This design comes from an exercise in tuning for a short achievable clock period and few clock cycles on the open sky130 flow, not from production work. In this exercise RTL edits were held to simulation tests only and were not proved equivalent to the original. Power figures rest on the tool's default switching activity, not on a simulated workload.

==> design/flow/design.v <==
module ALU(
  input [31:0] a, b,
  output [31:0] y
);
  assign y = a + b;
endmodule
module RegFile(
  input clk, rst, we,
  input [4:0] ra0, ra1, wa,
  input [31:0] wd,
  output [31:0] rd0, rd1
);
  reg [31:0] regvec[31:1];
  assign rd0 = (ra0 == 5'd0) ? 32'd0 : regvec[ra0];
  assign rd1 = (ra1 == 5'd0) ? 32'd0 : regvec[ra1];
  integer i;
  always @(posedge clk) begin
    if (rst) begin
      for (i = 1; i < 32; i = i + 1) regvec[i] <= 32'd0;
    end else if (we && wa != 5'd0) begin
      regvec[wa] <= wd;
    end
  end
endmodule
module Ctl(
  input [5:0] op,
  output is_add, is_addi, is_lw, is_sw, is_beq, is_j
);
  assign is_add = op == 6'b000000;
  assign is_addi = op == 6'b001000;
  assign is_lw = op == 6'b100011;
  assign is_sw = op == 6'b101011;
  assign is_beq = op == 6'b000100;
  assign is_j = op == 6'b000010;
endmodule
module PipelineCPU(
  input clk, rst,
  output [8:0] imem_addr,
  input [31:0] imem_data,
  output [8:0] dmem_addr,
  output [31:0] dmem_wdata,
  output dmem_we,
  input [31:0] dmem_rdata
);
  reg [8:0] pc;
  assign imem_addr = pc;
  wire [31:0] ins = imem_data;
  wire [4:0] rs = ins[25:21];
  wire [4:0] rt = ins[20:16];
  wire d_add, d_addi, d_lw, d_sw, d_beq, d_j;
  Ctl ctl(.op(ins[31:26]), .is_add(d_add), .is_addi(d_addi), .is_lw(d_lw),
          .is_sw(d_sw), .is_beq(d_beq), .is_j(d_j));
  wire beq_always = d_beq & (rs == rt);
  wire beq_cond = d_beq & (rs != rt);
  wire use_rs = d_add | d_addi | d_lw | d_sw | beq_cond;
  wire use_rt = d_add | beq_cond;
  wire [4:0] dest = d_add ? ins[15:11] : rt;
  wire dest_nz = |dest;
  wire [31:0] rf_a, rf_b;
  reg ex_alu, ex_ld, ex_st, ex_br, ex_imm_sel;
  reg [4:0] ex_rs, ex_rt, ex_dest;
  reg [31:0] ex_a, ex_b, ex_imm;
  reg [8:0] ex_tgt;
  reg mem_alu, mem_ld, mem_st;
  reg [4:0] mem_dest;
  reg [31:0] mem_y, mem_wd;
  reg wb_wr;
  reg [4:0] wb_dest;
  reg [31:0] wb_val;
  wire taken;
  wire stall = ex_ld & ((use_rs & (rs == ex_dest)) | (use_rt & (rt == ex_dest)));
  wire issue = ~taken & ~stall;
  wire [8:0] pc1 = pc + 9'd1;
  wire [8:0] btgt = pc1 + ins[8:0];
  always @(posedge clk) begin
    if (rst) pc <= 9'd0;
    else if (taken) pc <= ex_tgt;
    else if (stall) pc <= pc;
    else if (d_j) pc <= ins[8:0];
    else if (beq_always) pc <= btgt;
    else pc <= pc1;
  end
  always @(posedge clk) begin
    if (rst | ~issue) begin
      ex_alu <= 1'b0;
      ex_ld <= 1'b0;
      ex_st <= 1'b0;
      ex_br <= 1'b0;
    end else begin
      ex_alu <= (d_add | d_addi) & dest_nz;
      ex_ld <= d_lw & dest_nz;
      ex_st <= d_sw;
      ex_br <= beq_cond;
    end
    ex_imm_sel <= ~d_add;
    ex_rs <= rs;
    ex_rt <= rt;
    ex_dest <= dest;
    ex_a <= rf_a;
    ex_b <= rf_b;
    ex_imm <= {{16{ins[15]}}, ins[15:0]};
    ex_tgt <= btgt;
  end
  wire a_m = mem_alu & (ex_rs == mem_dest);
  wire a_w = wb_wr & (ex_rs == wb_dest);
  wire b_m = mem_alu & (ex_rt == mem_dest);
  wire b_w = wb_wr & (ex_rt == wb_dest);
  wire [31:0] a = a_m ? mem_y : a_w ? wb_val : ex_a;
  wire [31:0] b = b_m ? mem_y : b_w ? wb_val : ex_b;
  wire [31:0] y;
  ALU alu(.a(a), .b(ex_imm_sel ? ex_imm : b), .y(y));
  assign taken = ex_br & (a == b);
  wire s_ld = mem_ld & (ex_rt == mem_dest);
  wire [31:0] sd = s_ld ? dmem_rdata : b;
  always @(posedge clk) begin
    if (rst) begin
      mem_alu <= 1'b0;
      mem_ld <= 1'b0;
      mem_st <= 1'b0;
    end else begin
      mem_alu <= ex_alu;
      mem_ld <= ex_ld;
      mem_st <= ex_st;
    end
    mem_dest <= ex_dest;
    mem_y <= y;
    mem_wd <= sd;
  end
  assign dmem_addr = mem_y[10:2];
  assign dmem_wdata = mem_wd;
  assign dmem_we = mem_st;
  wire wr = mem_alu | mem_ld;
  wire [31:0] wd = mem_ld ? dmem_rdata : mem_y;
  always @(posedge clk) begin
    wb_wr <= ~rst & wr;
    wb_dest <= mem_dest;
    wb_val <= wd;
  end
  RegFile reg_file(.clk(clk), .rst(rst), .we(wr), .wa(mem_dest), .wd(wd),
                   .ra0(rs), .ra1(rt), .rd0(rf_a), .rd1(rf_b));
endmodule
==> design/flow/run.sh <==
#!/bin/bash
# synth_recipe.tcl (not shown) runs the flow's synth.tcl, then flattens the netlist and writes it again
# the make line also repeats each setting of config.mk as NAME=value (left out here)
make -C /OpenROAD-flow-scripts/flow DESIGN_CONFIG=/design/flow/config.mk WORK_HOME=/design/flow/orfs CLKGATE_MAP_FILE= SYNTH_SCRIPT=/design/flow/synth_recipe.tcl finish
==> design/flow/config.mk <==
export PLATFORM = sky130hd
export DESIGN_NAME = PipelineCPU
export DESIGN_NICKNAME = PipelineCPU
export VERILOG_FILES = /design/flow/design.v
export SDC_FILE = /design/flow/constraint.sdc
export NUM_CORES = 4
export LEC_CHECK = 0
export CAP_MARGIN = 20
export CORE_MARGIN = 2
export CORE_UTILIZATION = 40
export SETUP_SLACK_MARGIN = 4.3
export SLEW_MARGIN = 20
==> design/flow/constraint.sdc <==
create_clock -name core_clock -period 6.5 [get_ports {clk}]
set_input_delay 1.3000 -clock core_clock [delete_from_list [all_inputs] [get_ports {clk}]]
set_output_delay 1.3000 -clock core_clock [all_outputs]
set_load 0.01 [all_outputs]
==> results of run 1 <==
## per-layer routing
layer	vias to the layer above	share of wire, %	global-route usage (%)
li1	18210	-	-
met2	5549	41	48.32
met1	25070	31	42.02
met4	14	11	19.91
met5	-	0.043	0.8777
met3	1679	17	11.05
## flip-flops by register name, summed over array words and instances (netlist names), 5 cells and up
| name | flops |
|---|---|
| ex_rt | 5 |
| ex_rs | 5 |
| reg_file.regvec | 1024 |
| mem_wd | 32 |
| ex_a | 32 |
| mem_dest | 5 |
| ex_tgt | 9 |
| ex_dest | 5 |
| wb_val | 32 |
| pc | 9 |
| mem_y | 32 |
| ex_b | 32 |
| ex_imm | 16 |
| wb_dest | 5 |
## synth_stat cells, types with 4 or more instances
master,instances,area (um^2)
o21bai_1,7,52.55
o2bb2ai_1,19,166.4
a21oi_1,86,430.4
ha_1,40,500.5
nor2b_1,17,106.4
a221oi_1,6,52.55
and3_1,9,56.30
edfxtp_1,1024,30750
mux2_4,6,90.09
mux4_2,640,14410
a211o_1,8,70.07
nand2b_1,36,225.2
a21o_1,8,60.06
dfxtp_1,228,4564
inv_1,42,157.7
a221o_1,10,100.1
clkbuf_1,320,1201
mux2_2,10,112.6
nand2_1,134,503.0
or4_1,4,30.03
o221ai_1,8,70.07
nor3_1,16,80.08
o21ai_1,4,20.02
mux2i_1,137,1371
buf_6,4,45.04
o21ai_0,124,620.6
a211oi_1,9,67.56
buf_1,70,262.8
buf_2,7,35.03
xor2_1,39,341.6
nor2_1,1126,4227
o21a_1,4,30.03
nand3_1,18,90.09
and4_1,4,35.03
nand4_1,8,50.05
xnor2_1,70,613.1
buf_4,13,97.59
## power groups by stage
stage | combinational [mW] | sequential, mW | clock (mW)
4_1_cts | 4.85 | 9.77 | 7.97
2_1_floorplan | 2.43 | 9.62 | 0
5_1_grt | 6.04 | 9.86 | 8.38
6_report | 6.01 | 9.86 | 8.11
3_3_place_gp | 3.75 | 9.85 | 0
3_5_place_dp | 3.79 | 9.85 | 0
## what timing repair did
item,in CTS,in global routing
resized for setup,869,1153
setup buffers,334,189
cloned,145,84
setup endpoints to repair,2172,1626
hold endpoints to repair,0,0
pin swaps,78,82
## per-stage QoR
stage | hold WS, ps | std cells
final | 403.3 | 7249
after global placement | 385.5 | 6236
after global routing | 412.1 | 7245
after CTS | 402.2 | 6970
after detailed placement | 383.9 | 6238
after floorplan | 340.5 | 4406
## final cells by class
class	count	area [um^2]	area share [%]
clock inverters	50	415.4	0.4704
clock buffers	203	4115	4.660
well taps	2044	2557	2.896
multi-input cells	2773	31680	35.88
inverters	42	157.7	0.1785
repair buffers	879	13930	15.77
diodes	6	15.01	0.01700
flip-flops and latches	1252	35430	40.13
## kinds of logic after synthesis
family	count (synthesis)	share of synthesized area, %
AO/OA/AOI/OAI	320	3.188
other	1	0.006025
XOR/XNOR	109	1.534
adder cells (fa/ha/maj)	42	0.8684
buffers and inverters	458	2.939
multiplexers	793	25.69
flip-flops	1252	56.74
AND/OR/NAND/NOR	1400	9.040
## final timing paths
kind	from	endpoint	slack, ps	cells past startpoint
worst max-delay path	ex_rs[4]	mem_y[28]	2320	16
worst min-delay path	ex_dest[3]	mem_dest[3]	400	0
worst max register to register	ex_rs[4]	mem_y[28]	2320	16
worst min register to register	ex_dest[3]	mem_dest[3]	400	0
==> run summary, run 1 <==
Pint approximately 16 mW; post-synthesis sequential area ratio a little under three fifths; Final Critical Period between 4000 and 5000 ps; delay-heaviest family, CP compound AO/OA/AOI/OAI gates; LEAKAGE between 30 and 40 nW; number of global-route vias before repair roughly 45000; worst-path cell chain xnor2_1, nand4_1, buf_4, nor2_4, buf_4, a21oi_1, a21oi_1, ha_2, a2111oi_2, a21oi_1, a211o_1, a22oi_2, a21oi_2, a41oi_2, nor2b_2, xnor2_1; Synth Register Bits ~1300; die span in x 398.5 um; RSZ-0062 raised after global routing yes; Hold Violations, Final 0; CTS H-tree depth 4; layout cells sized above 1 approximately half; CTS Hold Buffers Added 0; Buf/Inv on CP 2; synthesis-to-finish area growth 41.88%; max-slew violation count 0; Unique masters post-synth a little over 70; Critical Path Most Common Cell a21oi_1; skew final slightly below 40 ps; core area ~150000 um^2; final setup TNS 0 ps; CP Launch Type flop; max-cap viol count 0; yosys warns 2; Place WS around 1400 ps; fill cell count between 10000 and 15000; Die Ht approximately 400 um; commonest non-fill, non-tap cell in the layout edfxtp_1; Critical Path RT just over 7000 ps; Post-Synthesis Cells ~4400; logic gate share of total power 25.1%; total CTS buffers 140; WP data arrival a little under 5000 ps; final worst path period share 64.34%; Setup crit end kind flop; fin util 57.26%; Vias per Instance 6.969; die area roughly 160000 um^2; Routed Antenna Nets 0; Worst Slack Setup Final 2318 ps; placement-stage cell area 66370 um^2; Initial Util approximately 40%; routed wire length roughly 310000 um; largest net degree at the start of global routing just over 80; Pwr Total 23.98 mW; Root Driver clkbuf_16; CTS Sinks ~1300; GPL Wtd Cong between 0.9 and 1; Nets a little over 5000; initial antenna violation count 15; slowest stage cell, crit path ha_2; Critical Path Fanout Max 17; Remaining DRCs 0; Clock Power Share 33.8%; status finished clean; grt total ovfl 0; ys async rst share 0%; Pwr Density between 200 and 300 nW/um^2; VDD IR-drop max 268.9 uV; net switching power 7.818 mW; worst hold path class flop to flop; Peak Freq 0.2391 GHz; Detail Placement HPWL 122000 um; Post-synth EDFFs 1024; highest-count cells in the layout ignoring fill and taps edfxtp_1, nor2_1, mux4_2; first-pass GRT wire length 357700 um; 1st-iter DRT viols about 10000; Post-Syn Area 62240 um^2; CTS tree built; router iterations before antenna repair 8; clk buf depth 3; sequential power share approximately two fifths; most used flip-flop cell after synthesis edfxtp_1; post-synthesis average cell area approximately 14 um^2; # IOs around 120; PortBufs between 100 and 150; # rows ~140; Finished Cell Area 88300 um^2; Final setup viols 0; slew of the pin with the lowest slew margin 1108 ps; latest clock arrival within the worst-skew pair around 810 ps; Vias 50520; GRT Total Usage between 30% and 40%; Reg clk slew, reported paths 60 ps; Crit Path Class flop to flop; Sw Ratio between 30% and 40%; Relative slew margins between 20% and 30%; routed len/inst about 43 um; slowest cell delay on critical path roughly 400 ps
Testbench counts, summed over its fixed seeds: cycles 71,745.
==> run 2, diff against run 1 <==
--- a/design/flow/config.mk
+++ b/design/flow/config.mk
@@ -10,3 +10,3 @@
 export CORE_UTILIZATION = 40
-export SETUP_SLACK_MARGIN = 4.3
+export SETUP_SLACK_MARGIN = 0.4
 export SLEW_MARGIN = 20
==> run 2 against run 1 <==
  * Fmax shrank 21%
  * Final area down 20%
  * Synthesized cell count unchanged
  * Sequential power decreased by 1%
  * Setup slack got worse by 1100 ps
  * Synthesized area unchanged
  * Critical path type unchanged
  * Highest routed layer is now met4
==> run summary, run 2 <==
status finished clean (unchanged); Critical Path Fanout Max 25 (was 17); most common cell in the netlist nor2_1 (unchanged); layout cells sized above 1 25.12% (was 48.62%); Most flops, register reg_file.regvec (unchanged); FF/Latch Area 35320 um^2 (was 35430 um^2); Pwr Density 303.4 nW/um^2 (was 271.6 nW/um^2); Peak Freq 0.1897 GHz (was 0.2391 GHz); max-slew violation count 0 (unchanged); worst-path cell chain xor2_1, or2b_2, nor2_2, buf_4, mux2i_1, nand2_1, o21ai_0, o21ai_0, fa_1, a211oi_1, o211ai_1, a41oi_1, nor2_1, o21a_1, a22oi_1, a21oi_1, a41oi_1, nor2b_1, xnor2_1 (was xnor2_1, nand4_1, buf_4, nor2_4, buf_4, a21oi_1, a21oi_1, ha_2, a2111oi_2, a21oi_1, a211o_1, a22oi_2, a21oi_2, a41oi_2, nor2b_2, xnor2_1); skew final 30.84 ps (was 39.71 ps); CP Launch Type flop (unchanged); post-synthesis average cell area 14.23 um^2 (unchanged); 1st-iter DRT viols 5736 (was 10100); slew of the pin with the lowest slew margin 1169 ps (was 1108 ps); total CTS buffers 134 (was 140); uppermost routed layer met4 (was met5); Unique masters post-synth 72 (unchanged); VDD IR-drop max 298.3 uV (was 268.9 uV); final worst path period share 81.12% (was 64.34%); ys async rst share 0% (unchanged); Vias per Instance 6.202 (was 6.969); Final setup viols 0 (unchanged); Vias 40590 (was 50520); commonest cells in the synthesized netlist nor2_1, edfxtp_1, mux4_2 (unchanged); CTS tree built (unchanged); Root Driver clkbuf_16 (unchanged); slowest stage cell, crit path or2b_2 (was ha_2); die span in x 398.5 um (unchanged); CTS Sinks 1252 (unchanged); grt total ovfl 0 (unchanged); Pwr Total 21.51 mW (was 23.98 mW); initial antenna violation count 3 (was 15); GPL Wtd Cong 0.9113 (was 0.9403); PortBufs 116 (unchanged); router iterations before antenna repair 6 (was 8); Post-synth EDFFs 1024 (unchanged); first-pass GRT wire length 293000 um (was 357700 um); # rows 144 (unchanged); RSZ-0062 raised after global routing no (was yes); Reg clk slew, reported paths 70 ps (was 60 ps); # IOs 117 (unchanged); Area contributors post-synth edfxtp_1, mux4_2, dfxtp_1 (unchanged); Routed Antenna Nets 0 (unchanged); Metal-1 WL 80850 um (was 94660 um); Remaining DRCs 0 (unchanged); GRT Total Usage 25.99% (was 32.85%); CTS Hold Buffers Added 0 (unchanged); routed len/inst 31.65 um (was 42.73 um); met3 WL post-DR 24920 um (was 53740 um); core area 154200 um^2 (unchanged); CTS H-tree depth 4 (unchanged); die area 158800 um^2 (unchanged); Post-Syn Area 62240 um^2 (unchanged); number of post-CTS setup repair buffers 0 (was 334); final setup TNS 0 ps (unchanged); LEAKAGE 25.73 nW (was 32.43 nW); worst hold path class flop to flop (unchanged); largest net degree at the start of global routing 76 (was 83); Hold Violations, Final 0 (unchanged); Detail Placement HPWL 127400 um (was 122000 um); number of global-route vias before repair 39970 (was 45160); Nets 4499 (was 5196); Initial Util 40.36% (unchanged); Synth Register Bits 1252 (unchanged); CTS resizes 0 (was 869); slowest cell delay on critical path 500 ps (was 400 ps); post-synthesis sequential area ratio 56.74% (unchanged); Largest register FFs 1024 (unchanged); clk buf depth 3 (unchanged); fill cell count 13530 (was 11290); Setup crit end kind flop (unchanged); most used flip-flop cell after synthesis edfxtp_1 (unchanged); Relative slew margins 22.10% (was 26.11%); Crit Path Class flop to flop (unchanged); share of Yosys cell area claimed by the top area cell type 49.40% (unchanged); Post-Synthesis Cells 4375 (unchanged); commonest non-fill, non-tap cell in the layout nor2_1 (was edfxtp_1); yosys warns 2 (unchanged); highest-count cells in the layout ignoring fill and taps nor2_1, edfxtp_1, mux4_2 (was edfxtp_1, nor2_1, mux4_2); synthesis-to-finish area growth 13.87% (was 41.88%); met2 WL 95840 um (was 126900 um); latest clock arrival within the worst-skew pair 790 ps (was 810 ps); Final Critical Period 5273 ps (was 4182 ps); footprint of the multi-input gates 25820 um^2 (was 31680 um^2); Critical Path RT 7200 ps (was 7220 ps); Die Ht 398.5 um (unchanged); dominant cell type by area after synthesis edfxtp_1 (unchanged); WP data arrival 5970 ps (was 4900 ps); routed wire length 207200 um (was 309800 um); max-cap viol count 0 (unchanged)
[run 2: cell counts after synthesis]
No cell type changed its count.
[run 2: final timing paths]
kind,startpoint,endpoint,slack (ps),depth (start not counted)
max,wb_dest[1],mem_y[28],1230,19
min,ex_dest[1],mem_dest[1],430,0
max reg2reg,wb_dest[1],mem_y[28],1230,19
min reg2reg,ex_dest[1],mem_dest[1],430,0
[run 2: area by class of cell]
cell class              count  share of cell area [%]
diodes                      2                0.007061
clock buffers             183                   5.372
clock inverters            61                  0.8209
inverters                  42                  0.2224
multi-input cells        2696                   36.44
flip-flops and latches   1252                   49.83
well taps                2044                   3.608
repair buffers            265                   3.704
[run 2: stage by stage]
stage                     std cells  area [um^2]  hold slack, ps  setup slack (ps)  util [%]
final                          6545        70880           428.6              1227     45.96
after floorplan                4406        62360           325.8              2154         -
after global routing           6544        70870           446.1             817.0     45.95
after global placement         6284        66120           421.5              1408     42.87
after CTS                      6538        70750           432.1              1271     45.88
after detailed placement       6294        66360           406.3              1311     43.03
[run 2: report_power, final]
part	total [mW]	switching, mW	internal [mW]	leakage, nW
clock network	7.75	3.28	4.47	2.16
registers	9.73	0.487	9.24	12.5
logic	4.03	2.54	1.49	11.1
total	21.5	6.31	15.2	25.7
[run 2: logic make-up after synthesis]
logic type               synth area share (%)
AO/OA/AOI/OAI                           3.188
XOR/XNOR                                1.534
adder cells (fa/ha/maj)                0.8684
buffers and inverters                   2.939
flip-flops                              56.74
multiplexers                            25.69
other                                0.006025
AND/OR/NAND/NOR                         9.040
[run 2: critical path: cells and delay by family, from the launching register on]
kind                       cells  cell delay, ps
AOI/OAI and AO/OA              9            2260
buffers and inverters          1             270
adders and majority gates      1             500
and+or+nand+nor                5            1090
muxes                          1             430
DFF                            1             330
xor gates and xnor gates       2             280
[run 2: routing by layer]
metal / track usage [%] / vias up
li1: - / 16570
met1: 35.90 / 21120
met2: 40.37 / 2561
met3: 7.098 / 347
met4: 7.473 / 0
met5: 0 / -

what the ideal ports hide:
No port has a modelled driver above. Below, the same layouts with a new extraction and two added sets of constraints.
Step 1 sets driving cells, clkbuf_16 on the clock port and buf_2 on the other inputs (assumed; they add their load-dependent delay and slew).
Step 2 times the ports against the registers' clock, not the clock port: input delays grow and output delays shrink by t, the midpoint of the rising clock arrivals with the driver on.
Slacks: ideal / step 1 / step 2; pairs: ideal / step 1.
run | t, ns | slack for setup (ns) | latest minus earliest clock arrival (ns)
run 1 | 0.869 | 2.318 / 2.318 / 2.318 | 0.051 / 0.051
run 2 | 0.859 | 1.227 / 1.227 / 1.227 | 0.033 / 0.033
After both steps setup and hold are still met in every run listed.
